From an optimization exercise on the open Yosys and OpenROAD flow, aimed at small area, a short achievable clock period and few clock cycles; shortcuts taken in it are not production practice.
No functional check of the RTL was part of any run shown here.
In every run shown here, the design's own scripts or RTL, not TritonCTS, make the clock network.
The clock port is modelled as an ideal driver, which makes a skipped or thinned clock tree look cheaper than it is; a real chip needs a root buffer or a tree.
Power is estimated from default activity; no workload was simulated.

<file path="flow/flow/run.sh">
#!/bin/bash
# Own layout flow: the standard ORFS flow (standard.sh), except that
# - the clock tree is built by flow/cts.tcl, a copy of ORFS's cts.tcl whose
#   TritonCTS call is replaced by one level of clock buffers fed by the clock
#   port (manual_clock_tree there);
# - flow/env.sh may set MAKEVARS, extra ORFS variables for the steps after
#   synthesis. Synthesis is the standard one, unchanged.
# Every tool's output goes to a log in this folder.
set -euo pipefail
W=$(pwd)
rm -rf "$W/scripts"
cp -r "$FLOW_HOME/scripts" "$W/scripts"
cp "$W/flow/cts.tcl" "$W/scripts/cts.tcl"
export SCRIPTS_DIR="$W/scripts"
export CLKTREE_NBUF=4
export CLKTREE_BUF=sky130_fd_sc_hd__clkbuf_16
MAKEVARS=()
if [ -f "$W/flow/env.sh" ]; then source "$W/flow/env.sh"; fi
bash standard.sh synth > "$W/flow_synth.log" 2>&1
for step in floorplan place cts finish; do
  bash standard.sh "${MAKEVARS[@]}" $step > "$W/flow_$step.log" 2>&1
done
test -s "$W/out/final.def"
</file>
<file path="flow/flow/cts.tcl">
utl::set_metrics_stage "cts__{}"
source $::env(SCRIPTS_DIR)/load.tcl
source $::env(SCRIPTS_DIR)/lec_check.tcl
erase_non_stage_variables cts
load_design 3_place.odb 3_place.sdc
source_step_tcl PRE CTS

# Clone clock tree inverters next to register loads
# so cts does not try to buffer the inverted clocks.
repair_clock_inverters

proc save_progress { stage } {
  puts "Run 'make gui_$stage.odb' to load progress snapshot"
  orfs_write_db $::env(RESULTS_DIR)/$stage.odb
  orfs_write_sdc $::env(RESULTS_DIR)/$stage.sdc
}

# Run CTS
set cts_args [list \
  -sink_clustering_enable \
  -repair_clock_nets]

append_env_var cts_args CTS_BUF_DISTANCE -distance_between_buffers 1
append_env_var cts_args CTS_CLUSTER_SIZE -sink_clustering_size 1
append_env_var cts_args CTS_CLUSTER_DIAMETER -sink_clustering_max_diameter 1
append_env_var cts_args CTS_BUF_LIST -buf_list 1
append_env_var cts_args CTS_LIB_NAME -library 1


if { [env_var_exists_and_non_empty CTS_ARGS] } {
  set cts_args $::env(CTS_ARGS)
}

set_dont_use $::env(DONT_USE_CELLS)

proc kmeans_groups { pts nb } {
  set xs [lsort -real [lmap p $pts {lindex $p 0}]]
  set ys [lsort -real [lmap p $pts {lindex $p 1}]]
  set x0 [lindex $xs 0]; set x1 [lindex $xs end]
  set y0 [lindex $ys 0]; set y1 [lindex $ys end]
  set cent {}
  set side [expr {int(ceil(sqrt($nb)))}]
  set rows [expr {int(ceil(double($nb) / $side))}]
  for {set i 0} {$i < $nb} {incr i} {
    set cx [expr {$i % $side}]; set cy [expr {$i / $side}]
    lappend cent [list [expr {$x0 + ($cx + 0.5) / $side * ($x1 - $x0)}] [expr {$y0 + ($cy + 0.5) / $rows * ($y1 - $y0)}]]
  }
  # balanced k-means: no group takes more than its share of the points
  set cap [expr {int(ceil(double([llength $pts]) / $nb))}]
  for {set iter 0} {$iter < 40} {incr iter} {
    set pairs {}
    set n 0
    foreach p $pts {
      for {set i 0} {$i < $nb} {incr i} {
        set c [lindex $cent $i]
        lappend pairs [list [expr {abs([lindex $p 0] - [lindex $c 0]) + abs([lindex $p 1] - [lindex $c 1])}] $n $i]
      }
      incr n
    }
    set grp [lrepeat $nb {}]
    set cnt [lrepeat $nb 0]
    set done [lrepeat [llength $pts] 0]
    foreach pr [lsort -real -index 0 $pairs] {
      lassign $pr d n i
      if {[lindex $done $n] || [lindex $cnt $i] >= $cap} { continue }
      lset done $n 1
      lset cnt $i [expr {[lindex $cnt $i] + 1}]
      lset grp $i [concat [lindex $grp $i] [list [lindex $pts $n]]]
    }
    set newc {}
    for {set i 0} {$i < $nb} {incr i} {
      set g [lindex $grp $i]
      if {[llength $g] == 0} { lappend newc [lindex $cent $i]; continue }
      set sx 0; set sy 0
      foreach p $g { set sx [expr {$sx + [lindex $p 0]}]; set sy [expr {$sy + [lindex $p 1]}] }
      lappend newc [list [expr {double($sx) / [llength $g]}] [expr {double($sy) / [llength $g]}]]
    }
    set cent $newc
  }
  return [list $grp $cent]
}

# Drive each group of iterms (points {x y iterm}) from a new buffer of
# master bufname placed at the group's centre, fed by net src; returns the
# buffers' input points.
proc buffer_groups { grp cent bufname src prefix } {
  set block [ord::get_db_block]
  set master [[ord::get_db] findMaster $bufname]
  set ins {}
  for {set i 0} {$i < [llength $grp]} {incr i} {
    set g [lindex $grp $i]
    if {[llength $g] == 0} { continue }
    set inst [odb::dbInst_create $block $master ${prefix}$i]
    set net [odb::dbNet_create $block clknet_${prefix}$i]
    $net setSigType CLOCK
    foreach p $g { set it [lindex $p 2]; $it disconnect; $it connect $net }
    set c [lindex $cent $i]
    set x [expr {int([lindex $c 0]) - [$master getWidth] / 2}]
    set y [expr {int([lindex $c 1]) - [$master getHeight] / 2}]
    $inst setLocation $x $y
    $inst setPlacementStatus PLACED
    [$inst findITerm A] connect $src
    [$inst findITerm X] connect $net
    lappend ins [list [lindex $c 0] [lindex $c 1] [$inst findITerm A]]
    puts "clock buffer ${prefix}$i ($bufname) drives [llength $g] pins"
  }
  return $ins
}

proc manual_clock_tree { } {
  set block [ord::get_db_block]
  set clknet [[$block findBTerm clk] getNet]
  set pts {}
  foreach it [$clknet getITerms] {
    set b [[$it getInst] getBBox]
    lappend pts [list [expr {([$b xMin] + [$b xMax]) / 2.0}] [expr {([$b yMin] + [$b yMax]) / 2.0}] $it]
  }
  if {[info exists ::env(CLKTREE_LEAF)] && $::env(CLKTREE_LEAF) ne ""} {
    lassign [kmeans_groups $pts $::env(CLKTREE_NLEAF)] grp cent
    set pts [buffer_groups $grp $cent $::env(CLKTREE_LEAF) $clknet clkleaf_]
  }
  lassign [kmeans_groups $pts $::env(CLKTREE_NBUF)] grp cent
  buffer_groups $grp $cent $::env(CLKTREE_BUF) $clknet clkroot_
  set_propagated_clock [all_clocks]
}
manual_clock_tree

utl::push_metrics_stage "cts__{}__pre_repair_timing"
log_cmd estimate_parasitics -placement
if { $::env(DETAILED_METRICS) } {
  report_metrics 4 "cts pre-repair-timing"
}
utl::pop_metrics_stage

set_placement_padding -global \
  -left $::env(CELL_PAD_IN_SITES_DETAIL_PLACEMENT) \
  -right $::env(CELL_PAD_IN_SITES_DETAIL_PLACEMENT)

set result [catch { detailed_placement } msg]
if { $result != 0 } {
  save_progress 4_1_error
  error "Detailed placement failed in CTS: $msg"
}

log_cmd estimate_parasitics -placement

if { $::env(CTS_SNAPSHOTS) } {
  save_progress 4_1_pre_repair_hold_setup
}

if { !$::env(SKIP_CTS_REPAIR_TIMING) } {
  if { $::env(EQUIVALENCE_CHECK) } {
    write_eqy_verilog 4_before_rsz.v
  }
  if { $::env(LEC_CHECK) } {
    write_lec_verilog 4_before_rsz_lec.v
  }

  repair_timing_helper

  if { $::env(EQUIVALENCE_CHECK) } {
    run_equivalence_test
  }
  if { $::env(LEC_CHECK) } {
    write_lec_verilog 4_after_rsz_lec.v
    run_lec_test 4_rsz 4_before_rsz_lec.v 4_after_rsz_lec.v
  }

  set result [catch { detailed_placement } msg]
  if { $result != 0 } {
    save_progress 4_1_error
    error "Detailed placement failed in CTS: $msg"
  }

  check_placement -verbose
}

report_metrics 4 "cts final"

source_step_tcl POST CTS

orfs_write_db $::env(RESULTS_DIR)/4_1_cts.odb
orfs_write_sdc $::env(RESULTS_DIR)/4_cts.sdc
</file>
<file path="flow/flow/env.sh">
export BUFFER_PORTS_ARGS="-buffer_cell sky130_fd_sc_hd__buf_2"
</file>
<file path="flow/standard.sh">
#!/bin/bash
# synth_recipe.tcl (not shown) runs the flow's synth.tcl, then flattens the netlist and writes it again
# the make line also repeats each setting of config.mk as NAME=value (left out here)
make -C /OpenROAD-flow-scripts/flow DESIGN_CONFIG=/design/flow/config.mk WORK_HOME=/design/flow/orfs CLKGATE_MAP_FILE= SYNTH_SCRIPT=/design/flow/synth_recipe.tcl "${@:-finish}"
</file>
<file path="flow/config.mk">
export PLATFORM = sky130hd
export DESIGN_NAME = ELA
export DESIGN_NICKNAME = ELA
export VERILOG_FILES = /design/flow/design.v
export SDC_FILE = /design/flow/constraint.sdc
export NUM_CORES = 8
export LEC_CHECK = 0
export CAP_MARGIN = 20
export CORE_MARGIN = 2
export CORE_UTILIZATION = 40
export SETUP_SLACK_MARGIN = 3.0
export SLEW_MARGIN = 20
</file>
<file path="flow/constraint.sdc">
create_clock -name core_clock -period 5.0 [get_ports {clk}]
set_input_delay 1.0000 -clock core_clock [delete_from_list [all_inputs] [get_ports {clk}]]
set_output_delay 1.0000 -clock core_clock [all_outputs]
set_load 0.01 [all_outputs]
</file>
<file path="flow/design.v">
`timescale 1ns/10ps
module ELA(clk, rst, in_data, data_rd, req, wen, addr, data_wr, done);
	input				clk;
	input				rst;
	input		[7:0]	in_data;
	input		[7:0]	data_rd;
	output				req;
	output	reg			wen;
	output	reg	[9:0]	addr;
	output	reg	[7:0]	data_wr;
	output	reg			done;
	reg			nreq;
	assign req = ~nreq;
	reg			s0, s1, s2;
	wire		main = s0 | s1 | s2;
	reg	[4:0]	k;
	wire [3:0] rf = addr[9:6];
	wire klow = (k[4:2] == 3'd0) & ~(k[1] & k[0]);	 
	wire last = addr[5] & klow & (rf == 4'd14);	 
	reg	[7:0]	xr, v, yr, p, q;
	reg	[7:0]	dreg, bd;
	reg	[7:0]	sreg, bs;
	wire [7:0] yn = ~yr;
	wire [7:0] sp = xr ^ yr;	 
	wire [7:0] ep = xr ^ yn;	 
	reg [7:0] sg, sq, eg, eq;	 
	integer l, i, t;
	always @(*) begin
		sg = xr & yr;
		sq = sp;
		eg = xr & yn;
		eq = ep;
		for (l = 0; l < 3; l = l + 1)
			for (i = 0; i < 8; i = i + 1)
				if ((i >> l) & 1) begin
					t = ((i >> (l + 1)) << (l + 1)) + (1 << l) - 1;
					sg[i] = sg[i] | (sq[i] & sg[t]);
					sq[i] = sq[i] & sq[t];
					eg[i] = eg[i] | (eq[i] & eg[t]);
					eq[i] = eq[i] & eq[t];
				end
	end
	wire [8:0] sum = {sg[7], sp ^ {sg[6:0], 1'b0}};
	wire [7:0] e0 = ep ^ {eg[6:0], 1'b0};
	wire [7:0] e1 = ep ^ {eg[6:0] | eq[6:0], 1'b1};
	wire [7:0] dm = eg[7] ? e0 : ~e1;
	wire bzero = &bd;
	wire lt = ~bzero & ((&dreg) | (dreg < bd));
	reg cen;
	wire upd = s1 | (lt & cen);
	wire [4:0] k1 = k + 5'd1;
	always @(posedge clk) begin
		dreg <= dm;
		sreg <= sum[8:1];
		if (upd) begin
			bd <= dreg;
			bs <= sreg;
		end
		if (s0) begin
			xr <= v;
			v <= xr;
		end else if (s1)
			xr <= data_rd;
		if (s0)
			yr <= data_wr;
		else if (s1)
			yr <= q;
		else
			yr <= p;
		if (s1) begin
			p <= yr;
			q <= p;
		end
		cen <= s1 ? (k[4:1] != 4'd0) : s2 ? (k != 5'd1 && k != 5'd2) : 1'b0;
		data_wr <= s1 ? bs : in_data;
		addr[4:0] <= s1 ? k - 5'd2 : k;
		addr[5] <= s1;
		if (!main)
			addr[9:6] <= 4'd0;
		else if (s0 || (s1 && k[4:1] == 4'd0))
			addr[9:6] <= rf - 4'd1;
		else if (s2)
			addr[9:6] <= rf + ((addr[5] & klow) ? 4'd2 : 4'd1);
	end
	always @(posedge clk or posedge rst) begin
		if (rst) begin
			s0 <= 1'b0;
			s1 <= 1'b0;
			s2 <= 1'b0;
			k <= 5'd31;
			nreq <= 1'b0;
			wen <= 1'b0;
			done <= 1'b0;
		end else if (done) begin
			nreq <= 1'b1;
			wen <= 1'b0;
		end else if (!main) begin
			k <= k1;
			wen <= 1'b1;
			if (wen && k == 5'd31) begin
				s2 <= 1'b1;
				nreq <= 1'b1;
			end
		end else begin
			s0 <= s2;
			s1 <= s0;
			s2 <= s1;
			nreq <= ~s0;
			if (s1)
				k <= k1;
			if (s2) begin
				wen <= ~last;
				if (last && k == 5'd2) begin
					done <= 1'b1;
					s0 <= 1'b0;
					wen <= 1'b0;
				end
			end else
				wen <= s1;
		end
	end
endmodule
</file>
==> results.ini, run 1 <==
[timing]
slew_viol_final=0
hold_viol=0
timing.setup.tns_ns=0
worst_pin_slew_ns=0.6095
finalSetupViolations=0
timing.fmax_mhz=453.8
finalClockSkew_ns=0.01268
layout_setup_ws_ns=2.796
worst_slew_margin_rel_pct=59.37
rsz0062_at_grt=yes
post-route-min-period_ns=2.204
period_share_pct=44.07
hold_ws_ns=0.4142

[clock_network]
clkTransAtPathRegs_ns=0.10
clk_latency_ns=0.16
holdBufCountCts=0

[placed_design]
hpwl_mm=5.761
place_congestion=0.8223
place_inst=543
port_buffers=38
dp_slack_ns=2.603

[drt]
drc_errors=0
ant_nets=0
vias=2821
drt_iter0_markers=112
wirelength_mm=8.420
drt_pass1_iterations=4
wire_per_inst_um=14.72
viasPerCell=4.932

[yosys]
synthSimpleGateAreaFrac_pct=8.254
synth_mux_area_share_pct=7.051
ys_seq_elements=102
synthAdderAreaFrac_pct=12.08
syn_inst=371
synthXorXnorAreaFrac_pct=3.252
ys_seq_area_share_pct=56.44
ys.flop_type=edfxtp_1
async_flop_share_pct=10.78
synth-compound-area-share_pct=8.418
synth_top_family_by_area=adder cells
synth.avg_cell_area_um2=12.34
synth_area_mm2=0.004578
synth_warnings=1
synth_edf_count=48
synth_fp_nets=429
synth_cell_type_count=51

[status]
status=complete, no violations

[floorplan]
row_count=39
die_area_mm2=0.01232
io_pins=39
core_area_mm2=0.01127
initial_utilization_pct=40.61
die_w_um=111.0
die_h_um=111.0

[grt]
grt_pass1_wl_mm=13.92
grt_use_total_pct=13.36
antenna_found_initial=0
first_global_vias=2787
gr-total-overflow=0
grt_max_degree=49

[setup_path]
cp-start-kind=flip-flop
r2r-start=k[2]
r2r-end=addr[7]
r2r_cells=10
end_kind=flip-flop
cp.arrival_ns=2.26
critical_path_class=flip-flop to flip-flop
regToRegSetupSlack_ns=2.80
crit_fanout=3
crit_required_ns=5.05

[min_path]
hold_path.startpoint=sreg[3]
hold_class=flip-flop to flip-flop
hold_path_depth=0
worstHoldEndpoint=bs[3]

[pwr]
vdd_drop_max_mv=0.1898
power_leakage_uw=0.002322
power_uw=1464
power_per_cell_area_mw_per_mm2=271.2

[final_layout]
layout_commonest_cell=edfxtp_1
multi_input_area_mm2=0.001964
regArea_mm2=0.002589
fillCellCount=1014
layout.nets=489
drive_gt1_share_pct=32.87
syn2layout_area_growth_pct=17.90
fin_cells=572
layout_common_cells=48 x edfxtp_1, 40 x dfxtp_1, 38 x buf_2
diodes=0

[job]
cap_violations=0

through the flow:
stage                     utilization, %  instance area [µm²]
final                              47.89                 5398
after detailed placement           43.90                 4949
after floorplan                        -                 4628
after global routing               47.89                 5398
after CTS                          46.68                 5261
after global placement             43.90                 4949
synthesized netlist by cell type, drive strengths merged, types with 4 or more instances:
cell type | n | share of area [%]
edfxtp | 48 | 31
dfxtp | 43 | 19
inv | 38 | 3.1
ha | 33 | 9.0
nand2 | 23 | 1.9
nor2 | 20 | 1.6
mux2 | 18 | 4.4
o21ai | 17 | 1.9
a21oi | 12 | 1.6
mux2i | 12 | 2.6
xnor2 | 12 | 2.3
buf | 7 | 1.1
fa | 7 | 3.1
dfrtp | 6 | 3.3
nand3 | 6 | 0.66
o21bai | 6 | 0.98
dfstp | 5 | 2.9
nand4 | 5 | 0.68
nor3 | 5 | 0.55
xor2 | 5 | 0.96
a21o | 4 | 0.66
clkbuf | 4 | 0.33
worst max-delay path by stage:
| stage | startpoint | to | cells past startpoint |
|---|---|---|---|
| after floorplan | k[1] | addr[9] | 10 |
| after global routing | k[2] | addr[9] | 11 |
| after detailed placement | bd[5] | bs[0] | 7 |
| after global placement | k[1] | addr[9] | 11 |
| final | k[2] | addr[7] | 10 |
| after CTS | k[2] | addr[9] | 11 |
cell type report:
type / count / area share (%)
plain buffers: 4 / 1.854
multi-input cells: 220 / 36.39
repair buffers: 65 / 7.789
well taps: 143 / 3.315
flip-flops and latches: 102 / 47.96
inverters: 38 / 2.689
kinds of logic (layout without fill, tap and decap cells):
| group | after synthesis | in the layout |
|---|---|---|
| multiplexers | 30 | 30 |
| XOR/XNOR | 17 | 17 |
| flip-flops | 102 | 102 |
| AO/OA/AOI/OAI | 57 | 57 |
| AND/OR/NAND/NOR | 76 | 76 |
| buffers and inverters | 49 | 107 |
| adder cells (fa/ha/maj) | 40 | 40 |
critical path, cell delays in order, from the launching register on:
cell      delay, ns
dfstp_2        0.57
inv_2          0.06
ha_4           0.15
and4bb_2       0.25
nor2_4         0.13
nand4b_1       0.13
ha_2           0.20
inv_2          0.06
fa_2           0.42
inv_1          0.06
o21ai_0        0.07
sequential cells by signal, summed over array words and instances (netlist names), 5 cells and up:
register and cells:
p 8, addr 10, data_wr 8, v 8, sreg 8, dreg 8, yr 8, k 5
bd 8, xr 8, q 8, bs 8
per-layer routing:
layer | GRT usage, % | wire (µm)
met3 | 0.7654 | 196
met1 | 18.98 | 4045
met5 | 0 | 0
met2 | 23.56 | 4086
met4 | 1.250 | 92
where the power goes:
part	switching, µW	leakage [µW]	internal (µW)
clock	198	0.0000493	147
sequential	32.7	0.000991	931
combinational	73.6	0.00128	81.4
total	304	0.00232	1160
repair_timing:
action                                 CTS  global route
endpoints found under the hold margin    0             0
resized for setup                       25            24
setup endpoints to repair               29            31
buffers inserted                        17             8
pin swaps                               14            10
==> run 2: changes to the inputs <==
--- a/flow/config.mk
+++ b/flow/config.mk
@@ -9,4 +9,4 @@
 export CORE_MARGIN = 2
 export CORE_UTILIZATION = 40
-export SETUP_SLACK_MARGIN = 3.0
+export SETUP_SLACK_MARGIN = 3.05
 export SLEW_MARGIN = 20
==> run 2 against run 1 <==
Still clean on timing, DRC and antenna; hold slack lost 0.0050 ns; register-to-register slack is essentially flat; combinational power barely moved; via count shrank 0.35%; synthesized cell count unchanged; sequential power decreased by 0.5%; area after synthesis is the same; sequential cell count unchanged; die area stayed put; cell area is 0.35% higher; critical endpoint is now addr[9]; highest routed layer unchanged.
==> results.ini, run 2 <==
[drt]
wire_per_inst_um=14.95  ; +1.6%
wirelength_mm=8.507  ; +1.0%
viasPerCell=4.940  ; +0.17%
ant_nets=0  ; unchanged
drc_errors=0  ; unchanged
vias=2811  ; -0.35%
drt_iter0_markers=160  ; +43%
drt_pass1_iterations=4  ; unchanged

[setup_path]
crit_fanout=3  ; unchanged
cp.arrival_ns=2.28  ; +0.02 ns
regToRegSetupSlack_ns=2.79  ; about the same
cp-start-kind=flip-flop
cp-endpoint=addr[9]
slowest_stage=dfstp_2
r2r-end=addr[9]
r2r-start=k[2]
crit_chain=inv_2 -> ha_4 -> and4bb_2 -> nor2_4 -> inv_4 -> ha_4 -> a21o_1 -> a21o_1 -> mux2i_1 -> o311ai_1
end_kind=flip-flop
crit_required_ns=5.07  ; +0.02 ns
max_stage_delay_ns=0.55  ; -0.02 ns
startpoint=k[2]
r2r_cells=10  ; unchanged
critical_path_class=flip-flop to flip-flop

[floorplan]
die_area_mm2=0.01232  ; unchanged
io_pins=39  ; unchanged
die_h_um=111.0  ; unchanged
row_count=39  ; unchanged
initial_utilization_pct=40.61  ; unchanged
die_w_um=111.0  ; unchanged
core_area_mm2=0.01127  ; unchanged

[pwr]
power_leakage_uw=0.002313  ; -0.39%
vdd_drop_max_mv=0.1821  ; -4.1%
power_uw=1467  ; +0.19%
power_per_cell_area_mw_per_mm2=270.8  ; -0.16%

[timing]
post-route-min-period_ns=2.211  ; +0.007350 ns
timing.setup.tns_ns=0  ; unchanged
worst_pin_slew_ns=0.4921  ; -0.1173 ns
layout_setup_ws_ns=2.789  ; -0.007350 ns
timing.fmax_mhz=452.3  ; -0.33%
rsz0062_at_grt=yes
period_share_pct=44.22  ; +0.15 points
hold_viol=0  ; unchanged
slew_viol_final=0  ; unchanged
finalClockSkew_ns=0.008619  ; -0.004057 ns
worst_slew_margin_rel_pct=67.19  ; +7.8 points
finalSetupViolations=0  ; unchanged

[final_layout]
layout_common_cells=48 x edfxtp_1, 40 x dfxtp_1, 38 x buf_2
regArea_mm2=0.002590  ; about the same
diodes=0  ; unchanged
largest_reg_flops=10  ; unchanged
layout.nets=486  ; -0.61%
layout_commonest_cell=edfxtp_1
fillCellCount=988  ; -2.6%
final_core_util_pct=48.05  ; +0.17 points
multi_input_area_mm2=0.002021  ; +2.9%
syn2layout_area_growth_pct=18.31
drive_gt1_share_pct=33.10  ; +0.23 points
regMostFlops=addr

[yosys]
ys.flop_type=edfxtp_1
synth_area_mm2=0.004578  ; unchanged
ys_seq_area_share_pct=56.44  ; unchanged
synth_edf_count=48  ; unchanged
synth_top_cells_by_count=48 x edfxtp_1, 43 x dfxtp_1, 38 x inv_1, 33 x ha_1, 23 x nand2_1
yosys.area.top_type_share_pct=31.48  ; unchanged
synth_warnings=1  ; unchanged
yosysMostFrequentCell=edfxtp_1
synth_area_leaders=edfxtp_1 31%, dfxtp_1 19%, ha_1 9.0%
syn_inst=371  ; unchanged
ys_seq_elements=102  ; unchanged
synth_fp_nets=429  ; unchanged
async_flop_share_pct=10.78  ; unchanged
synth_cell_type_count=51  ; unchanged
synth.largest_area_cell=edfxtp_1
synth.avg_cell_area_um2=12.34  ; unchanged

[placed_design]
dp_slack_ns=2.684  ; +0.08124 ns
place_congestion=0.8817  ; +7.2%
hpwl_mm=5.741  ; -0.36%
port_buffers=38  ; unchanged

[grt]
gr-total-overflow=0  ; unchanged
grt_use_total_pct=13.50  ; +0.14 points
grt_pass1_wl_mm=14.09  ; +1.2%
grt_max_degree=49  ; unchanged
first_global_vias=2796  ; +0.32%
antenna_found_initial=0  ; unchanged

[job]
cap_violations=0  ; unchanged

[clock_network]
clk_latency_ns=0.16  ; about the same
clkTransAtPathRegs_ns=0.10  ; about the same
holdBufCountCts=0  ; unchanged

[status]
status=complete, no violations

[min_path]
hold_class=flip-flop to flip-flop

## run 2: cell counts after synthesis
Identical to the previous run, type by type.
## run 2: how the worst min path moves through the flow
stage	from	to	slack, ns	cells past startpoint
2_1_floorplan	sreg[0]	bs[0]	0.39	0
3_3_place_gp	sreg[7]	bs[7]	0.39	0
3_5_place_dp	sreg[7]	bs[7]	0.39	0
4_1_cts	sreg[3]	bs[3]	0.41	0
5_1_grt	sreg[5]	bs[5]	0.42	0
6_report	sreg[3]	bs[3]	0.41	0
## run 2: area by class of cell
cell class	count	share of cell area [%]
Sequential cell	102	47.82
Multi-Input combinational cell	221	37.31
Timing Repair Buffer	61	7.046
Tap cell	143	3.303
Inverter	38	2.680
Buffer	4	1.848
## run 2: timing repair
item,CTS,global route
gates resized for setup,37,18
setup buffers,18,3
endpoints found under the setup margin,29,26
gates cloned,1,0
pin swaps,24,5
## run 2: kinds of logic (layout without fill, tap and decap cells)
group	count (synthesis)	count (layout)	share of synthesized area [%]
compound gates	57	57	8.418
xor+xnor	17	17	3.252
simple gates	76	77	8.254
mux	30	30	7.051
fa+ha+maj	40	40	12.08
flops	102	102	56.44
buf+inv	49	103	4.509
## run 2: critical path: cells and delay by family (launching register included)
kind | cells | cell delay (ns)
AOI/OAI and AO/OA | 3 | 0.59
adders and majority gates | 2 | 0.36
buffers and inverters | 2 | 0.11
DFF | 1 | 0.55
muxes | 1 | 0.13
and+or+nand+nor | 2 | 0.38
## run 2: layer usage
layer  track usage (%)  up-vias  share of wire (%)
met5                 0        -                  0
met4             1.333        0                1.1
met3            0.9295        9                3.4
met2             23.31       53                 47
met1             19.45     1351                 48
li1                  -     1398                  -
## run 2: where the power goes
group          total (µW)  internal, µW  switching [µW]
registers             959           930            28.7
clock network         350           147             203
logic                 158          78.1            79.8
## run 2: through the flow
stage	instance area, µm²	hold slack, ns	std cells
floorplan	4631	0.3855	371
global placement	4951	0.3901	543
detailed placement	4951	0.3895	543
CTS	5313	0.4088	566
global route	5416	0.4186	569
finish	5416	0.4092	569
==> run 3: changes to the inputs <==
--- a/flow/config.mk
+++ b/flow/config.mk
@@ -9,4 +9,5 @@
 export CORE_MARGIN = 2
 export CORE_UTILIZATION = 40
-export SETUP_SLACK_MARGIN = 3.05
+export PLACE_DENSITY = 0.7
+export SETUP_SLACK_MARGIN = 2.95
 export SLEW_MARGIN = 20
==> run 3 against run 2 <==
First-iteration DRC count fell by 1.3%; register-to-register slack improved by 0.02 ns; cell area fell by 0.53%; critical endpoint unchanged; largest cell class unchanged; highest routed layer unchanged.
==> results.ini, run 3 <==
[grt]
gr-total-overflow=0  ; unchanged
grtUsageMet3_pct=1.258  ; +0.33 points
use_met2_pct=25.81  ; +2.5 points
grt_max_degree=49  ; unchanged
grt_pass1_wl_mm=14.63  ; +3.8%
antenna_found_initial=0  ; unchanged
grt_use_total_pct=14.16  ; +0.66 points
grt_use_met1_pct=19.01  ; -0.45 points
busiest_layer=met2
first_global_vias=2948  ; +5.4%

[timing]
timing.setup.tns_ns=0  ; unchanged
hold_ws_ns=0.4115  ; +0.002295 ns
timing.fmax_mhz=456.3  ; +0.89%
rsz0062_at_grt=yes
period_share_pct=43.83  ; -0.39 points
hold_viol=0  ; unchanged
post-route-min-period_ns=2.192  ; -0.01940 ns
finalSetupViolations=0  ; unchanged
slew_viol_final=0  ; unchanged
worst_pin_slew_ns=0.6096  ; +0.1174 ns
worst_slew_margin_rel_pct=59.36  ; -7.8 points
finalClockSkew_ns=0.01037  ; +0.001750 ns

[yosys]
synth_fp_nets=429  ; unchanged
ys_seq_elements=102  ; unchanged
async_flop_share_pct=10.78  ; unchanged
synth.avg_cell_area_um2=12.34  ; unchanged
synth_area_mm2=0.004578  ; unchanged
synth_cell_type_count=51  ; unchanged
synth.largest_area_cell=edfxtp_1
synth_edf_count=48  ; unchanged
yosysMostFrequentCell=edfxtp_1
syn_inst=371  ; unchanged
synth_top_cells_by_count=48 x edfxtp_1, 43 x dfxtp_1, 38 x inv_1, 33 x ha_1, 23 x nand2_1
ys_seq_area_share_pct=56.44  ; unchanged
synth_area_leaders=edfxtp_1 31%, dfxtp_1 19%, ha_1 9.0%
yosys.area.top_type_share_pct=31.48  ; unchanged
synth_warnings=1  ; unchanged
ys.flop_type=edfxtp_1

[placed_design]
place_congestion=0.8557  ; -2.9%
port_buffers=38  ; unchanged
hpwl_mm=6.074  ; +5.8%
place_inst=543  ; unchanged

[setup_path]
end_kind=flip-flop
regToRegSetupSlack_ns=2.81  ; +0.02 ns
cp-start-kind=flip-flop
critical_path_class=flip-flop to flip-flop
crit_fanout=3  ; unchanged
max_stage_delay_ns=0.56  ; about the same
startpoint=k[2]
r2r-end=addr[9]
r2r_cells=11  ; +1
crit_required_ns=5.04  ; -0.03 ns
crit_chain=inv_2 -> ha_4 -> and4bb_2 -> nor2_4 -> nand4b_1 -> ha_2 -> inv_2 -> a21o_1 -> a21o_1 -> mux2i_1 -> o311ai_1
slowest_stage=dfstp_2
r2r-start=k[2]
cp.arrival_ns=2.23  ; -0.05 ns

[pwr]
power_per_cell_area_mw_per_mm2=272.5  ; +0.64%
power_leakage_uw=0.002315  ; +0.11%
vdd_drop_max_mv=0.1826  ; +0.24%
power_uw=1468  ; +0.11%

[final_layout]
regMostFlops=addr
layout.nets=485  ; -0.21%
layout_common_cells=48 x edfxtp_1, 41 x dfxtp_1, 38 x buf_2
drive_gt1_share_pct=31.06  ; -2.0 points
largest_reg_flops=10  ; unchanged
syn2layout_area_growth_pct=17.68
layout_commonest_cell=edfxtp_1
fin_cells=568  ; -0.18%
final_core_util_pct=47.80  ; -0.26 points
diodes=0  ; unchanged

[floorplan]
core_area_mm2=0.01127  ; unchanged
row_count=39  ; unchanged
die_area_mm2=0.01232  ; unchanged
io_pins=39  ; unchanged
die_h_um=111.0  ; unchanged
initial_utilization_pct=40.61  ; unchanged
die_w_um=111.0  ; unchanged

[min_path]
hold_class=flip-flop to flip-flop
worstHoldEndpoint=bs[0]
hold_path_depth=0  ; unchanged
hold_path.startpoint=sreg[0]

[drt]
viasPerCell=5.070  ; +2.6%
vias=2880  ; +2.5%
drc_errors=0  ; unchanged
wirelength_mm=8.951  ; +5.2%
wire_per_inst_um=15.76  ; +5.4%
drt_iter0_markers=158  ; -1.3%
drt_pass1_iterations=4  ; unchanged
ant_nets=0  ; unchanged

[clock_network]
clk_latency_ns=0.17  ; about the same
clkTransAtPathRegs_ns=0.10  ; about the same

[job]
cap_violations=0  ; unchanged

[status]
status=complete, no violations

run 3: cell counts after synthesis:
No cell type changed its count.
run 3: layout make-up:
type / count / area, µm²
buffer: 4 / 100.1
multi-input combinational: 220 / 1962
timing repair buffer: 61 / 414.1
tap: 143 / 178.9
inverter: 38 / 145.1
fill: 996 / 5884
sequential: 102 / 2587
run 3: how the worst max path moves through the flow:
stage	endpoint	slack, ns	depth (start not counted)
final	addr[9]	2.81	11
after floorplan	addr[9]	2.83	10
after CTS	addr[9]	2.81	11
after global placement	addr[9]	2.77	10
after global routing	addr[9]	2.67	11
after detailed placement	bs[3]	2.59	7
run 3: cells by family (layout without fill, tap and decap cells):
group / after synthesis / after routing / share of synthesized area, %
multiplexers: 30 / 30 / 7.051
AO/OA/AOI/OAI: 57 / 57 / 8.418
AND/OR/NAND/NOR: 76 / 76 / 8.254
XOR/XNOR: 17 / 17 / 3.252
adder cells (fa/ha/maj): 40 / 40 / 12.08
buffers and inverters: 49 / 103 / 4.509
flip-flops: 102 / 102 / 56.44
run 3: critical path: cells and delay by family (launching register included):
kind,cells,cell delay [ns]
AND/OR/NAND/NOR,3,0.51
buffers and inverters,2,0.11
adder cells (fa/ha/maj),2,0.34
flip-flops,1,0.56
AO/OA/AOI/OAI,3,0.35
multiplexers,1,0.20
run 3: timing repair:
| item | CTS | global route |
|---|---|---|
| hold buffers | 0 | 0 |
| pin swaps | 10 | 12 |
| setup buffers | 16 | 5 |
| gates resized for setup | 19 | 25 |
| endpoints found under the setup margin | 27 | 31 |
run 3: routing by layer:
metal,part of all wire [%],wire [µm]
met5,0,0
met4,1.2,104
met3,3.2,283
met2,51,4523
met1,45,4040
run 3: through the flow:
step	worst slack (ns)	instance area [µm²]
6_report	2.808	5388
5_1_grt	2.670	5388
4_1_cts	2.805	5245
3_5_place_dp	2.585	4949
3_3_place_gp	2.770	4949
2_1_floorplan	2.830	4628
run 3: where the power goes:
part | internal, µW | switching [µW]
sequential | 931 | 32.3
clock | 148 | 208
combinational | 75.3 | 74.5
total | 1150 | 315
==> run 4: changes to the inputs <==
--- a/flow/design.v
+++ b/flow/design.v
@@ -14,7 +14,8 @@
 	reg			s0, s1, s2;
 	wire		main = s0 | s1 | s2;
-	reg	[4:0]	k;
+	wire [4:0] col = addr[4:0];
 	wire [3:0] rf = addr[9:6];
-	wire klow = (k[4:2] == 3'd0) & ~(k[1] & k[0]);	 
+	wire kge2 = |col[4:1];				 
+	wire klow = &col[4:2] & (col[1] | col[0]);	 
 	wire last = addr[5] & klow & (rf == 4'd14);	 
 	reg	[7:0]	xr, v, yr, p, q;
@@ -49,5 +50,4 @@
 	reg cen;
 	wire upd = s1 | (lt & cen);
-	wire [4:0] k1 = k + 5'd1;
 	always @(posedge clk) begin
 		dreg <= dm;
@@ -72,14 +72,18 @@
 			q <= p;
 		end
-		cen <= s1 ? (k[4:1] != 4'd0) : s2 ? (k != 5'd1 && k != 5'd2) : 1'b0;
+		cen <= s1 ? kge2 : s2 ? ~col[4] | ~col[3] | ~col[2] | ~col[1] : 1'b0;
 		data_wr <= s1 ? bs : in_data;
-		addr[4:0] <= s1 ? k - 5'd2 : k;
-		addr[5] <= s1;
-		if (!main)
-			addr[9:6] <= 4'd0;
-		else if (s0 || (s1 && k[4:1] == 4'd0))
-			addr[9:6] <= rf - 4'd1;
-		else if (s2)
-			addr[9:6] <= rf + ((addr[5] & klow) ? 4'd2 : 4'd1);
+		if (!main && !wen)
+			addr <= 10'd31;
+		else begin
+			addr[4:0] <= col + (s1 ? 5'd30 : s2 ? 5'd3 : s0 ? 5'd0 : 5'd1);
+			addr[5] <= s1;
+			if (!main)
+				addr[9:6] <= {3'd0, nreq & (&col)};
+			else if (s0 || (s1 && !kge2))
+				addr[9:6] <= rf - 4'd1;
+			else if (s2)
+				addr[9:6] <= rf + ((addr[5] & klow) ? 4'd2 : 4'd1);
+		end
 	end
 	always @(posedge clk or posedge rst) begin
@@ -88,5 +92,4 @@
 			s1 <= 1'b0;
 			s2 <= 1'b0;
-			k <= 5'd31;
 			nreq <= 1'b0;
 			wen <= 1'b0;
@@ -96,10 +99,9 @@
 			wen <= 1'b0;
 		end else if (!main) begin
-			k <= k1;
 			wen <= 1'b1;
-			if (wen && k == 5'd31) begin
-				s2 <= 1'b1;
+			if (wen && col == 5'd30)
 				nreq <= 1'b1;
-			end
+			if (nreq && col == 5'd31)
+				s0 <= 1'b1;
 		end else begin
 			s0 <= s2;
@@ -107,9 +109,7 @@
 			s2 <= s1;
 			nreq <= ~s0;
-			if (s1)
-				k <= k1;
 			if (s2) begin
 				wen <= ~last;
-				if (last && k == 5'd2) begin
+				if (last && col == 5'd31) begin
 					done <= 1'b1;
 					s0 <= 1'b0;
--- a/flow/config.mk
+++ b/flow/config.mk
@@ -9,5 +9,4 @@
 export CORE_MARGIN = 2
 export CORE_UTILIZATION = 40
-export PLACE_DENSITY = 0.7
 export SETUP_SLACK_MARGIN = 2.95
 export SLEW_MARGIN = 20
==> run 4 against run 3 <==
Still clean; hold slack better by 0.0030 ns; core utilization down 0.37 points; cell area down 4.6%; combinational power up 5%; setup slack better by 0.082 ns; clock power down 4%; sequential cell count down 5; global-route usage down 0.35 points; clock skew down 0.0042 ns; area after synthesis down 2.9%.
==> results.ini, run 4 <==
[status]
status=complete, no violations

[clock_network]
clk_latency_ns=0.16  ; about the same
clkTransAtPathRegs_ns=0.10  ; about the same

[final_layout]
syn2layout_area_growth_pct=15.65
fillCellCount=995  ; -0.10%
diodes=0  ; unchanged
fin_cells=557  ; -1.9%
layout_common_cells=48 x edfxtp_1, 41 x dfxtp_1, 38 x buf_2
final_core_util_pct=47.43  ; -0.37 points
layout_commonest_cell=edfxtp_1
regMostFlops=addr
drive_gt1_share_pct=25.66  ; -5.4 points
largest_reg_flops=10  ; unchanged
layout.nets=475  ; -2.1%

[grt]
grt_pass1_wl_mm=13.44  ; -8.1%
first_global_vias=2693  ; -8.6%
gr-total-overflow=0  ; unchanged
grt_use_total_pct=13.81  ; -0.35 points
grt_max_degree=34  ; -31%
antenna_found_initial=0  ; unchanged

[floorplan]
die_area_mm2=0.01197  ; -2.8%
core_area_mm2=0.01084  ; -3.8%
initial_utilization_pct=41.01  ; +0.39 points
io_pins=39  ; unchanged
die_w_um=109.4  ; -1.4%
die_h_um=109.4  ; -1.4%
row_count=38  ; -2.6%

[placed_design]
place_inst=541  ; -0.37%
hpwl_mm=5.737  ; -5.6%
place_congestion=0.8211  ; -4.0%
dp_slack_ns=2.468  ; -0.1169 ns
port_buffers=38  ; unchanged

[setup_path]
crit_required_ns=5.05  ; about the same
crit_fanout=5  ; +2
crit_chain=inv_2 -> ha_2 -> inv_2 -> fa_2 -> nand2b_4 -> a21oi_2 -> o22ai_2 -> a221oi_1 -> o211ai_1
cp-start-kind=flip-flop
cp.arrival_ns=2.16  ; -0.07 ns
r2r-start=yr[0]
r2r_cells=9  ; -2
regToRegSetupSlack_ns=2.89  ; +0.08 ns
critical_path_class=flip-flop to flip-flop
max_stage_delay_ns=0.36  ; -0.20 ns
path_common_cell=inv_2
end_kind=flip-flop
r2r-end=dreg[7]
slowest_stage=dfxtp_4

[yosys]
ys_seq_area_share_pct=55.16  ; -1.3 points
synth_edf_count=48  ; unchanged
synth_warnings=1  ; unchanged
syn_inst=372  ; +0.27%
yosysMostFrequentCell=edfxtp_1
ys.flop_type=edfxtp_1
synth.largest_area_cell=edfxtp_1
synth_fp_nets=428  ; -0.23%
synth_top_cells_by_count=48 x edfxtp_1, 43 x dfxtp_1, 40 x inv_1, 30 x ha_1, 30 x nand2_1
async_flop_share_pct=6.186  ; -4.6 points
ys_seq_elements=97  ; -4.9%
yosys.area.top_type_share_pct=32.42  ; +0.94 points
synth_area_leaders=edfxtp_1 32%, dfxtp_1 19%, ha_1 8.4%
synth_cell_type_count=50  ; -2.0%
synth.avg_cell_area_um2=11.95  ; -3.2%
synth_area_mm2=0.004446  ; -2.9%

[timing]
rsz0062_at_grt=yes
hold_viol=0  ; unchanged
worst_pin_slew_ns=0.5164  ; -0.09313 ns
slew_viol_final=0  ; unchanged
timing.fmax_mhz=474.0  ; +3.9%
timing.setup.tns_ns=0  ; unchanged
layout_setup_ws_ns=2.890  ; +0.08205 ns
finalSetupViolations=0  ; unchanged
worst_slew_margin_rel_pct=65.53  ; +6.2 points
period_share_pct=42.19  ; -1.6 points
post-route-min-period_ns=2.110  ; -0.08205 ns
finalClockSkew_ns=0.006152  ; -0.004217 ns

[drt]
wire_per_inst_um=15.70  ; -0.36%
ant_nets=0  ; unchanged
drt_pass1_iterations=4  ; unchanged
vias=2812  ; -2.4%
drt_iter0_markers=133  ; -16%
viasPerCell=5.048  ; -0.43%
wirelength_mm=8.746  ; -2.3%
drc_errors=0  ; unchanged

[job]
cap_violations=0  ; unchanged

[min_path]
hold_path.startpoint=sreg[0]
hold_class=flip-flop to flip-flop
worstHoldEndpoint=bs[0]
hold_path_depth=0  ; unchanged

[pwr]
vdd_drop_max_mv=0.1562  ; -14%
power_leakage_uw=0.002190  ; -5.4%
power_per_cell_area_mw_per_mm2=275.9  ; +1.2%

run 4: area by class of cell:
type	instances	area, µm²	share of cell area, %
multi-input cells	226	1926	37.45
well taps	140	175.2	3.407
inverters	40	150.1	2.920
plain buffers	4	100.1	1.947
flip-flops and latches	97	2466	47.97
repair buffers	50	324.1	6.303
run 4: power breakdown:
part / switching [µW] / total, µW / internal [µW]
logic: 86.4 / 158 / 71.1
registers: 27.0 / 917 / 890
clock network: 196 / 343 / 147
run 4: worst max path at each step:
stage               start       to  slack, ns
CTS                 xr[0]  dreg[5]       2.89
detailed placement     s1  addr[8]       2.47
finish              yr[0]  dreg[7]       2.89
global route        xr[0]  dreg[7]       2.79
floorplan              s0  addr[4]       2.95
global placement       s1  addr[8]       2.52
run 4: cells by family after synthesis:
logic type      synth area share (%)
buf+inv                        4.419
fa+ha+maj                      12.05
simple gates                   8.444
mux                            7.233
flops                          55.16
compound gates                 9.935
xor+xnor                       2.758
run 4: critical path: cells and delay by family, from the launching register on:
| kind | cells | cell delay, ns |
|---|---|---|
| flops | 1 | 0.36 |
| fa+ha+maj | 2 | 0.50 |
| simple gates | 1 | 0.17 |
| buf+inv | 2 | 0.07 |
| compound gates | 4 | 0.90 |
run 4: per-stage QoR:
step	total power, µW	cell area, µm²	hold slack (ns)
after floorplan	1020	4479	0.3855
after global placement	1061	4796	0.3892
after detailed placement	1068	4796	0.3887
after CTS	1410	5027	0.4162
after global routing	1483	5141	0.4253
final	1418	5141	0.4145
run 4: timing repair:
action,4_1_cts,5_1_grt
hold endpoints to repair,0,0
pin swaps,4,8
cloned,0,2
buffers inserted,7,3
resized for setup,21,10
setup endpoints to repair,29,30
hold buffers,0,0
run 4: routing by layer:
| metal | GRT usage (%) | up-vias | wire (µm) |
|---|---|---|---|
| met5 | 0 | - | 0 |
| met4 | 1.356 | 0 | 99 |
| met3 | 0.8299 | 8 | 287 |
| met2 | 23.68 | 40 | 4106 |
| met1 | 20.02 | 1365 | 4252 |
| li1 | - | 1399 | - |
==> run 5: changes to the inputs <==
--- a/flow/config.mk
+++ b/flow/config.mk
@@ -9,4 +9,5 @@
 export CORE_MARGIN = 2
 export CORE_UTILIZATION = 40
+export PLACE_DENSITY = 0.7
 export SETUP_SLACK_MARGIN = 2.95
 export SLEW_MARGIN = 20
==> run 5 against run 4 <==
Largest power group unchanged; critical path depth grew 2; maximum frequency decreased by 4.9%; sequential share of layout area is 0.43 points lower; area after synthesis unchanged; still clean on timing, DRC and antenna.
==> results.ini, run 5 <==
[status]
status=complete, no violations

[pwr]
power_leakage_uw=0.002216  ; +1.2%
p_int_uw=1110  ; +0.12%
power_per_cell_area_mw_per_mm2=271.2  ; -1.7%
seq_power_share_pct=65.0  ; +0.3 points
p_comb_share_pct=11.3  ; +0.2 points
vdd_drop_max_mv=0.1400  ; -10%
clkPwrFrac_pct=23.7  ; -0.5 points
p_sw_uw=297.0  ; -4.1%
sw_frac_of_total_pct=21.11  ; -0.73 points

[final_layout]
drive_gt1_share_pct=27.79  ; +2.1 points
diodes=0  ; unchanged
syn2layout_area_growth_pct=16.69
layout_commonest_cell=edfxtp_1
layout.nets=479  ; +0.84%
finalInstanceArea_mm2=0.005187  ; +0.90%
largest_reg_flops=10  ; unchanged
fillCellCount=977  ; -1.8%
regMostFlops=addr
layout_common_cells=48 x edfxtp_1, 41 x dfxtp_1, 38 x buf_2

[drt]
wirelength_mm=8.905  ; +1.8%
drt_iter0_markers=104  ; -22%
drc_errors=0  ; unchanged
vias=2892  ; +2.8%
viasPerCell=5.155  ; +2.1%
drt_pass1_iterations=5  ; +1
wire_per_inst_um=15.87  ; +1.1%
ant_nets=0  ; unchanged

[timing]
worst_pin_slew_ns=0.6162  ; +0.09981 ns
slew_viol_final=0  ; unchanged
post-route-min-period_ns=2.218  ; +0.1084 ns
rsz0062_at_grt=yes
hold_ws_ns=0.4103  ; -0.004221 ns
timing.fmax_mhz=450.9  ; -4.9%
timing.setup.tns_ns=0  ; unchanged
hold_viol=0  ; unchanged
finalSetupViolations=0  ; unchanged
finalClockSkew_ns=0.01203  ; +0.005876 ns
period_share_pct=44.36  ; +2.2 points
worst_slew_margin_rel_pct=58.87  ; -6.7 points

[job]
cap_violations=0  ; unchanged

[placed_design]
place_congestion=0.8912  ; +8.5%
hpwl_mm=5.873  ; +2.4%
port_buffers=38  ; unchanged
postPlaceCellArea_mm2=0.004788  ; -0.16%

[grt]
grt_max_degree=26  ; -24%
grt_use_total_pct=15.00  ; +1.2 points
antenna_found_initial=0  ; unchanged
gr-total-overflow=0  ; unchanged
first_global_vias=2909  ; +8.0%
grt_pass1_wl_mm=14.51  ; +8.0%

[yosys]
synth_cell_type_count=50  ; unchanged
syn_inst=372  ; unchanged
yosysMostFrequentCell=edfxtp_1
yosys.area.top_type_share_pct=32.42  ; unchanged
ys_seq_elements=97  ; unchanged
synth_edf_count=48  ; unchanged
synth.largest_area_cell=edfxtp_1
ys.flop_type=edfxtp_1
synth_area_mm2=0.004446  ; unchanged
async_flop_share_pct=6.186  ; unchanged
synth_fp_nets=428  ; unchanged
synth_area_leaders=edfxtp_1 32%, dfxtp_1 19%, ha_1 8.4%
synth.avg_cell_area_um2=11.95  ; unchanged
ys_seq_area_share_pct=55.16  ; unchanged
synth_warnings=1  ; unchanged
synth_top_cells_by_count=48 x edfxtp_1, 43 x dfxtp_1, 40 x inv_1, 30 x ha_1, 30 x nand2_1

[setup_path]
cp-start-kind=flip-flop
crit_fanout=4  ; -1
end_kind=flip-flop
cp.arrival_ns=2.24  ; +0.08 ns
regToRegSetupSlack_ns=2.78  ; -0.11 ns
crit_required_ns=5.03  ; -0.02 ns
critical_path_class=flip-flop to flip-flop

[clock_network]
holdBufCountCts=0  ; unchanged
clkTransAtPathRegs_ns=0.09  ; about the same
clk_latency_ns=0.16  ; about the same

[floorplan]
die_area_mm2=0.01197  ; unchanged
row_count=38  ; unchanged
die_w_um=109.4  ; unchanged
io_pins=39  ; unchanged
die_h_um=109.4  ; unchanged
initial_utilization_pct=41.01  ; unchanged
core_area_mm2=0.01084  ; unchanged

[min_path]
hold_class=flip-flop to flip-flop

-- run 5: cell counts after synthesis --
Identical to the previous run, type by type.
-- run 5: cell type report --
type | count | area (µm²) | area share (%)
buffer | 4 | 100.1 | 1.930
timing repair buffer | 55 | 365.4 | 7.043
multi-input combinational | 225 | 1928 | 37.17
sequential | 97 | 2466 | 47.54
tap | 140 | 175.2 | 3.377
inverter | 40 | 152.6 | 2.943
-- run 5: cell families (layout without fill, tap and decap cells) --
| family | count (synthesis) | in the layout | synth area share, % |
|---|---|---|---|
| simple gates | 78 | 78 | 8.444 |
| xor+xnor | 14 | 14 | 2.758 |
| mux | 30 | 30 | 7.233 |
| fa+ha+maj | 38 | 38 | 12.05 |
| flops | 97 | 97 | 55.16 |
| compound gates | 65 | 65 | 9.935 |
| buf+inv | 50 | 99 | 4.419 |
-- run 5: critical path, stage by stage (launching register included) --
cell and delay (ns):
dfxtp_4 0.38, inv_4 0.06, ha_4 0.12, inv_2 0.04, fa_2 0.35, nand2b_4 0.17
nand2_4 0.07, nand2_4 0.05, fa_2 0.41, nor2b_4 0.14, a31oi_1 0.18, o211ai_1 0.12
-- run 5: routing by layer --
metal,track usage (%),vias to the layer above,share of wire (%)
li1,-,1405,-
met1,20.99,1428,47
met2,26.41,53,48
met3,1.067,6,3.6
met4,1.627,0,1.3
met5,0,-,0
-- run 5: power groups by stage --
stage	combinational, µW	clock [µW]	sequential [µW]
6_report	158	334	915
5_1_grt	179	368	921
3_3_place_gp	126	0	933
4_1_cts	135	343	916
3_5_place_dp	132	0	934
2_1_floorplan	93.5	0	926
-- run 5: final timing paths --
| path | start | end | cells past startpoint |
|---|---|---|---|
| setup / recovery | yr[0] | dreg[5] | 11 |
| hold / removal | sreg[3] | bs[3] | 0 |
| setup reg to reg | yr[0] | dreg[5] | 11 |
| hold reg to reg | sreg[3] | bs[3] | 0 |
| max in group asynchronous | rst | s1 | 2 |
| min in group asynchronous | rst | s0 | 2 |
-- run 5: stage by stage --
stage	std cells	worst slack [ns]	util (%)	total power [µW]
final	561	2.782	47.85	1407
after global routing	561	2.710	47.85	1468
after CTS	554	2.812	46.35	1394
after detailed placement	540	2.407	44.17	1066
after global placement	540	2.506	44.17	1059
after floorplan	372	2.953	-	1020
-- run 5: timing repair --
action	4_1_cts	5_1_grt
pin swaps	1	12
gates resized for setup	8	27
hold endpoints to repair	0	0
gates cloned	0	0
setup endpoints to repair	39	29
setup buffers	10	7
==> run 6: changes to the inputs <==
--- a/flow/config.mk
+++ b/flow/config.mk
@@ -8,6 +8,5 @@
 export CAP_MARGIN = 20
 export CORE_MARGIN = 2
-export CORE_UTILIZATION = 40
-export PLACE_DENSITY = 0.7
+export CORE_UTILIZATION = 45
 export SETUP_SLACK_MARGIN = 2.95
 export SLEW_MARGIN = 20
==> run 6 against run 5 <==
Sequential share of layout area grew 0.31 points; die area shrank 11%; via count shrank 4.2%; cell count shrank 1.2%; register-to-register slack gained 0.098 ns; sequential cell count is the same; synthesized cell count is the same.
==> results.ini, run 6 <==
[floorplan]
io_pins=39  ; unchanged
row_count=36  ; -5.3%
die_area_mm2=0.01069  ; -11%
die_h_um=103.4  ; -5.5%
core_area_mm2=0.009684  ; -11%
initial_utilization_pct=45.90  ; +4.9 points
die_w_um=103.4  ; -5.5%

[placed_design]
port_buffers=38  ; unchanged
place_congestion=0.7804  ; -12%
postPlaceCellArea_mm2=0.004780  ; -0.18%
hpwl_mm=5.605  ; -4.6%

[grt]
antenna_found_initial=0  ; unchanged
grt_use_total_pct=16.38  ; +1.4 points
grt_max_degree=26  ; unchanged
grt_pass1_wl_mm=13.79  ; -4.9%
gr-total-overflow=0  ; unchanged
first_global_vias=2654  ; -8.8%

[final_layout]
layout.nets=479  ; unchanged
final_core_util_pct=53.24  ; +5.4 points
layout_commonest_cell=edfxtp_1
syn2layout_area_growth_pct=15.99
diodes=0  ; unchanged
drive_gt1_share_pct=27.32  ; -0.48 points
regMostFlops=addr
largest_reg_flops=10  ; unchanged
layout_common_cells=48 x edfxtp_1, 40 x dfxtp_1, 38 x buf_2
finalInstanceArea_mm2=0.005156  ; -0.60%

[pwr]
seq_power_share_pct=64.5  ; -0.5 points
clkPwrFrac_pct=24.5  ; +0.8 points
p_int_uw=1109  ; about the same
power_leakage_uw=0.002203  ; -0.57%
power_per_cell_area_mw_per_mm2=275.4  ; +1.5%
vdd_drop_max_mv=0.1751  ; +25%
p_comb_share_pct=11.0  ; -0.3 points
p_sw_uw=310.7  ; +4.6%
sw_frac_of_total_pct=21.88  ; +0.78 points

[yosys]
async_flop_share_pct=6.186  ; unchanged
synth_area_leaders=edfxtp_1 32%, dfxtp_1 19%, ha_1 8.4%
synth_edf_count=48  ; unchanged
synth_area_mm2=0.004446  ; unchanged
synth.avg_cell_area_um2=11.95  ; unchanged
ys_seq_area_share_pct=55.16  ; unchanged
yosysMostFrequentCell=edfxtp_1
synth.largest_area_cell=edfxtp_1
synth_cell_type_count=50  ; unchanged
synth_fp_nets=428  ; unchanged
synth_warnings=1  ; unchanged
syn_inst=372  ; unchanged
yosys.area.top_type_share_pct=32.42  ; unchanged
ys_seq_elements=97  ; unchanged
ys.flop_type=edfxtp_1
synth_top_cells_by_count=48 x edfxtp_1, 43 x dfxtp_1, 40 x inv_1, 30 x ha_1, 30 x nand2_1

[clock_network]
holdBufCountCts=0  ; unchanged
clk_latency_ns=0.16  ; about the same
clkTransAtPathRegs_ns=0.10  ; about the same

[timing]
slew_viol_final=0  ; unchanged
rsz0062_at_grt=yes
finalSetupViolations=0  ; unchanged
post-route-min-period_ns=2.120  ; -0.09802 ns
worst_slew_margin_rel_pct=65.34  ; +6.5 points
period_share_pct=42.40  ; -2.0 points
hold_viol=0  ; unchanged
timing.fmax_mhz=471.7  ; +4.6%
finalClockSkew_ns=0.01065  ; -0.001381 ns
worst_pin_slew_ns=0.5194  ; -0.09686 ns
timing.setup.tns_ns=0  ; unchanged

[drt]
viasPerCell=5.000  ; -3.0%
wirelength_mm=8.862  ; -0.48%
vias=2770  ; -4.2%
ant_nets=0  ; unchanged
drt_iter0_markers=125  ; +20%
drc_errors=0  ; unchanged
wire_per_inst_um=16.00  ; +0.77%
drt_pass1_iterations=4  ; -1

[setup_path]
end_kind=flip-flop
crit_required_ns=5.04  ; about the same
cp-start-kind=flip-flop
crit_fanout=3  ; -1
cp.arrival_ns=2.16  ; -0.08 ns
critical_path_class=flip-flop to flip-flop

[min_path]
hold_class=flip-flop to flip-flop

[status]
status=complete, no violations

[job]
cap_violations=0  ; unchanged

-- run 6: cell counts after synthesis --
Identical to the previous run, type by type.
-- run 6: stage by stage --
stage                     total power [µW]  hold WS (ns)  std cells  worst slack, ns
final                                 1420        0.4112        554            2.880
after global placement                1061        0.3894        533            2.442
after detailed placement              1066        0.3902        533            2.367
after floorplan                       1020        0.3855        372            2.953
after global routing                  1488        0.4192        554            2.781
after CTS                             1412        0.4068        547            2.869
-- run 6: cell families (layout without fill, tap and decap cells) --
family                     after synthesis  after routing  synth area share [%]
AOI/OAI and AO/OA                       65             66                 9.935
DFF                                     97             97                 55.16
adders and majority gates               38             38                 12.05
muxes                                   30             30                 7.233
and+or+nand+nor                         78             78                 8.444
buffers and inverters                   50             98                 4.419
xor gates and xnor gates                14             14                 2.758
-- run 6: per-layer routing --
layer	vias up	global-route usage (%)	wire length, µm	part of all wire [%]
li1	1406	-	-	-
met1	1321	24.61	4311	49
met2	36	27.49	4214	48
met3	7	0.8065	254	2.9
met4	0	1.417	82	0.93
met5	-	0	0	0
-- run 6: power groups by stage --
stage	registers, µW	logic, µW	clock network (µW)
global placement	935	126	0
floorplan	926	93.5	0
detailed placement	936	130	0
finish	916	156	348
global route	924	177	388
CTS	918	133	361
-- run 6: cell type report --
class / count / area, µm²
Tap cell: 133 / 166.4
Fill cell: 863 / 4528
Inverter: 40 / 150.1
Sequential cell: 97 / 2467
Timing Repair Buffer: 54 / 345.3
Buffer: 4 / 100.1
Multi-Input combinational cell: 226 / 1927
-- run 6: worst max-delay path: stages (launching register included) --
cell	delay, ns
edfxtp_1	0.42
ha_4	0.16
inv_2	0.03
fa_2	0.35
nand2b_4	0.18
nand2_4	0.06
nand2_2	0.05
fa_2	0.35
nor2b_1	0.14
a31oi_1	0.15
o211ai_1	0.11
-- run 6: final timing paths --
| path | cells after the start | from | end | slack, ns |
|---|---|---|---|---|
| min | 0 | sreg[5] | bs[5] | 0.41 |
| min in group asynchronous | 2 | rst | nreq | 0.74 |
| max reg2reg | 10 | xr[0] | dreg[5] | 2.88 |
| max in group asynchronous | 2 | rst | s1 | 4.04 |
| max | 10 | xr[0] | dreg[5] | 2.88 |
| min reg2reg | 0 | sreg[5] | bs[5] | 0.41 |
-- run 6: timing repair --
item,in CTS,in global routing
gates resized for setup,7,25
setup buffers,10,6
endpoints found under the setup margin,29,27
pin swaps,1,2
gates cloned,0,1
==> run 7: changes to the inputs <==
--- a/flow/config.mk
+++ b/flow/config.mk
@@ -8,5 +8,5 @@
 export CAP_MARGIN = 20
 export CORE_MARGIN = 2
-export CORE_UTILIZATION = 45
+export CORE_UTILIZATION = 35
 export SETUP_SLACK_MARGIN = 2.95
 export SLEW_MARGIN = 20
==> run 7 against run 6 <==
Combinational power increased by 14%; sequential power about the same; highest routed layer unchanged; still clean; wire length decreased by 1.2%; die area up 27%; register-to-register slack better by 0.04 ns; clock power barely moved; first-iteration DRC count rose by 26%; sequential share of layout area fell by 0.91 points; cell count increased by 6.9%.
==> results.ini, run 7 <==
[status]
status=complete, no violations

[setup_path]
crit_fanout=3  ; unchanged
startpoint=xr[1]
cp-start-kind=flip-flop
r2r_cells=9  ; -1
max_stage_delay_ns=0.41  ; about the same
crit_chain=inv_1 -> fa_2 -> nand2b_4 -> nand2_1 -> nand2_1 -> fa_2 -> nor2b_1 -> a31oi_1 -> o211ai_1
crit_required_ns=5.04  ; about the same
r2r-start=xr[1]
critical_path_class=flip-flop to flip-flop
end_kind=flip-flop
slowest_stage=edfxtp_1
cp.arrival_ns=2.12  ; -0.04 ns

[yosys]
yosysMostFrequentCell=edfxtp_1
ys.flop_type=edfxtp_1
synth_edf_count=48  ; unchanged
synth_cell_type_count=50  ; unchanged
synth_top_cells_by_count=48 x edfxtp_1, 43 x dfxtp_1, 40 x inv_1, 30 x ha_1, 30 x nand2_1
synth_fp_nets=428  ; unchanged
yosys.area.top_type_share_pct=32.42  ; unchanged
synth_area_leaders=edfxtp_1 32%, dfxtp_1 19%, ha_1 8.4%
synth.largest_area_cell=edfxtp_1
synth_warnings=1  ; unchanged
synth.avg_cell_area_um2=11.95  ; unchanged
synth_area_mm2=0.004446  ; unchanged
async_flop_share_pct=6.186  ; unchanged
ys_seq_area_share_pct=55.16  ; unchanged
syn_inst=372  ; unchanged
ys_seq_elements=97  ; unchanged

[grt]
grt_max_degree=26  ; unchanged
grt_use_total_pct=12.58  ; -3.8 points
antenna_found_initial=0  ; unchanged
grt_pass1_wl_mm=13.70  ; -0.70%
first_global_vias=2665  ; +0.41%
gr-total-overflow=0  ; unchanged

[pwr]
vdd_drop_max_mv=0.1584  ; -9.6%
p_sw_uw=313.6  ; +0.92%
p_int_uw=1128  ; +1.7%
sw_frac_of_total_pct=21.75  ; -0.13 points
power_leakage_uw=0.002215  ; +0.55%
power_uw=1441  ; +1.5%
p_comb_share_pct=12.4  ; +1.4 points
power_per_cell_area_mw_per_mm2=274.0  ; -0.50%
clkPwrFrac_pct=24.1  ; -0.4 points
seq_power_share_pct=63.5  ; -1.0 points

[timing]
finalClockSkew_ns=0.01235  ; +0.001704 ns
hold_viol=0  ; unchanged
post-route-min-period_ns=2.076  ; -0.04409 ns
worst_pin_slew_ns=0.5340  ; +0.01467 ns
period_share_pct=41.52  ; -0.88 points
slew_viol_final=0  ; unchanged
finalSetupViolations=0  ; unchanged
rsz0062_at_grt=yes
hold_ws_ns=0.4032  ; -0.008007 ns
timing.setup.tns_ns=0  ; unchanged
worst_slew_margin_rel_pct=64.36  ; -0.98 points
timing.fmax_mhz=481.7  ; +2.1%

[final_layout]
drive_gt1_share_pct=27.86  ; +0.54 points
layout_common_cells=48 x edfxtp_1, 40 x inv_1, 38 x dfxtp_1, 38 x buf_2, 30 x nand2_1
largest_reg_flops=10  ; unchanged
final_core_util_pct=42.03  ; -11 points
regMostFlops=addr
syn2layout_area_growth_pct=18.35
layout.nets=478  ; -0.21%
diodes=0  ; unchanged
layout_commonest_cell=edfxtp_1

[drt]
drt_pass1_iterations=4  ; unchanged
wirelength_mm=8.758  ; -1.2%
drt_iter0_markers=158  ; +26%
drc_errors=0  ; unchanged
wire_per_inst_um=14.79  ; -7.5%
vias=2824  ; +1.9%
ant_nets=0  ; unchanged
viasPerCell=4.770  ; -4.6%

[floorplan]
core_area_mm2=0.01252  ; +29%
io_pins=39  ; unchanged
initial_utilization_pct=35.52  ; -10 points
die_h_um=116.7  ; +13%
die_area_mm2=0.01362  ; +27%
row_count=41  ; +14%
die_w_um=116.7  ; +13%

[placed_design]
place_congestion=0.8071  ; +3.4%
port_buffers=38  ; unchanged
hpwl_mm=5.710  ; +1.9%

[clock_network]
clkTransAtPathRegs_ns=0.10  ; about the same
holdBufCountCts=0  ; unchanged
clk_latency_ns=0.16  ; about the same

[min_path]
hold_class=flip-flop to flip-flop
hold_path.startpoint=sreg[1]
hold_path_depth=0  ; unchanged

[job]
cap_violations=0  ; unchanged

==> run 7: critical path, delay by kind of cell, from the launching register on <==
kind / cells / cell delay [ns]
DFF: 1 / 0.41
and+or+nand+nor: 4 / 0.43
buffers and inverters: 1 / 0.12
AOI/OAI and AO/OA: 2 / 0.23
adders and majority gates: 2 / 0.75
==> run 7: stage by stage <==
stage | cells | instance area [µm²] | setup WS [ns]
floorplan | 372 | 4479 | 2.953
global placement | 572 | 4828 | 2.476
detailed placement | 572 | 4828 | 2.397
CTS | 591 | 5139 | 2.871
global route | 592 | 5261 | 2.776
finish | 592 | 5261 | 2.924
==> run 7: cells by family after synthesis <==
| family | count (synthesis) | share of synthesized area (%) |
|---|---|---|
| buf+inv | 50 | 4.419 |
| xor+xnor | 14 | 2.758 |
| compound gates | 65 | 9.935 |
| flops | 97 | 55.16 |
| fa+ha+maj | 38 | 12.05 |
| simple gates | 78 | 8.444 |
| mux | 30 | 7.233 |
==> run 7: timing repair <==
item / 4_1_cts / 5_1_grt
setup endpoints to repair: 38 / 28
buffers inserted: 15 / 1
pin swaps: 1 / 2
gates resized for setup: 8 / 25
==> run 7: path summary, 6_finish.rpt <==
kind                            to  slack [ns]
min                          bs[1]        0.40
max reg2reg                dreg[5]        2.92
max                        dreg[5]        2.92
min reg2reg                  bs[1]        0.40
max in group asynchronous       s1        4.03
min in group asynchronous      wen        0.74
==> run 7: power by group through the flow <==
| stage | sequential (µW) | combinational (µW) | clock (µW) |
|---|---|---|---|
| CTS | 916 | 164 | 356 |
| floorplan | 926 | 93.5 | 0 |
| detailed placement | 935 | 130 | 0 |
| global route | 922 | 199 | 386 |
| global placement | 934 | 127 | 0 |
| finish | 916 | 178 | 347 |
==> run 7: cell type report <==
type / count / area, µm²
fillers: 1211 / 7256
flip-flops and latches: 97 / 2470
multi-input cells: 225 / 1943
repair buffers: 54 / 382.9
well taps: 172 / 215.2
inverters: 40 / 150.1
plain buffers: 4 / 100.1
==> run 7: layer usage <==
layer | share of wire, % | vias to the layer above | track usage, % | wire length (µm)
met1 | 49 | 1367 | 19.12 | 4267
met3 | 4.7 | 8 | 0.9341 | 415
li1 | - | 1399 | - | -
met5 | 0 | - | 0 | 0
met2 | 45 | 50 | 20.08 | 3921
met4 | 1.7 | 0 | 1.961 | 153

-- port drivers added, routing unchanged --
The results above use ideal ports. As a check the final layouts listed here were re-extracted and re-timed, cells and wires unchanged.
Step 1 (the two cells are an assumption about what drives the block):
set clk [get_ports {clk}]
set_driving_cell -lib_cell sky130_fd_sc_hd__clkbuf_16 $clk
set_driving_cell -lib_cell sky130_fd_sc_hd__buf_2 [delete_from_list [all_inputs] $clk]
Step 2, shift: input delay + t, output delay - t, t = (earliest + latest rising clock arrival at the registers) / 2. This alone moves slack from input paths to output paths.
Slacks: ideal / step 1 / step 2; pairs: ideal / step 1.
run | t (ns) | slack for setup (ns) | clock arrival spread, ns | worst register clock-pin slew, ns | pins driven straight from the clock port
run 1 | 0.235 | 2.796 / 2.796 / 2.796 | 0.013 / 0.013 | 0.10 / 0.10 | 4
run 2 | 0.233 | 2.789 / 2.789 / 2.789 | 0.009 / 0.009 | 0.10 / 0.10 | 4
run 3 | 0.236 | 2.808 / 2.808 / 2.808 | 0.011 / 0.011 | 0.10 / 0.10 | 4
run 4 | 0.239 | 2.890 / 2.890 / 2.890 | 0.007 / 0.006 | 0.10 / 0.10 | 4
run 5 | 0.232 | 2.782 / 2.782 / 2.782 | 0.012 / 0.012 | 0.09 / 0.09 | 4
run 6 | 0.230 | 2.880 / 2.880 / 2.880 | 0.012 / 0.012 | 0.10 / 0.10 | 4
run 7 | 0.233 | 2.924 / 2.924 / 2.924 | 0.012 / 0.012 | 0.10 / 0.10 | 4
After both steps setup and hold are still met in every run listed.
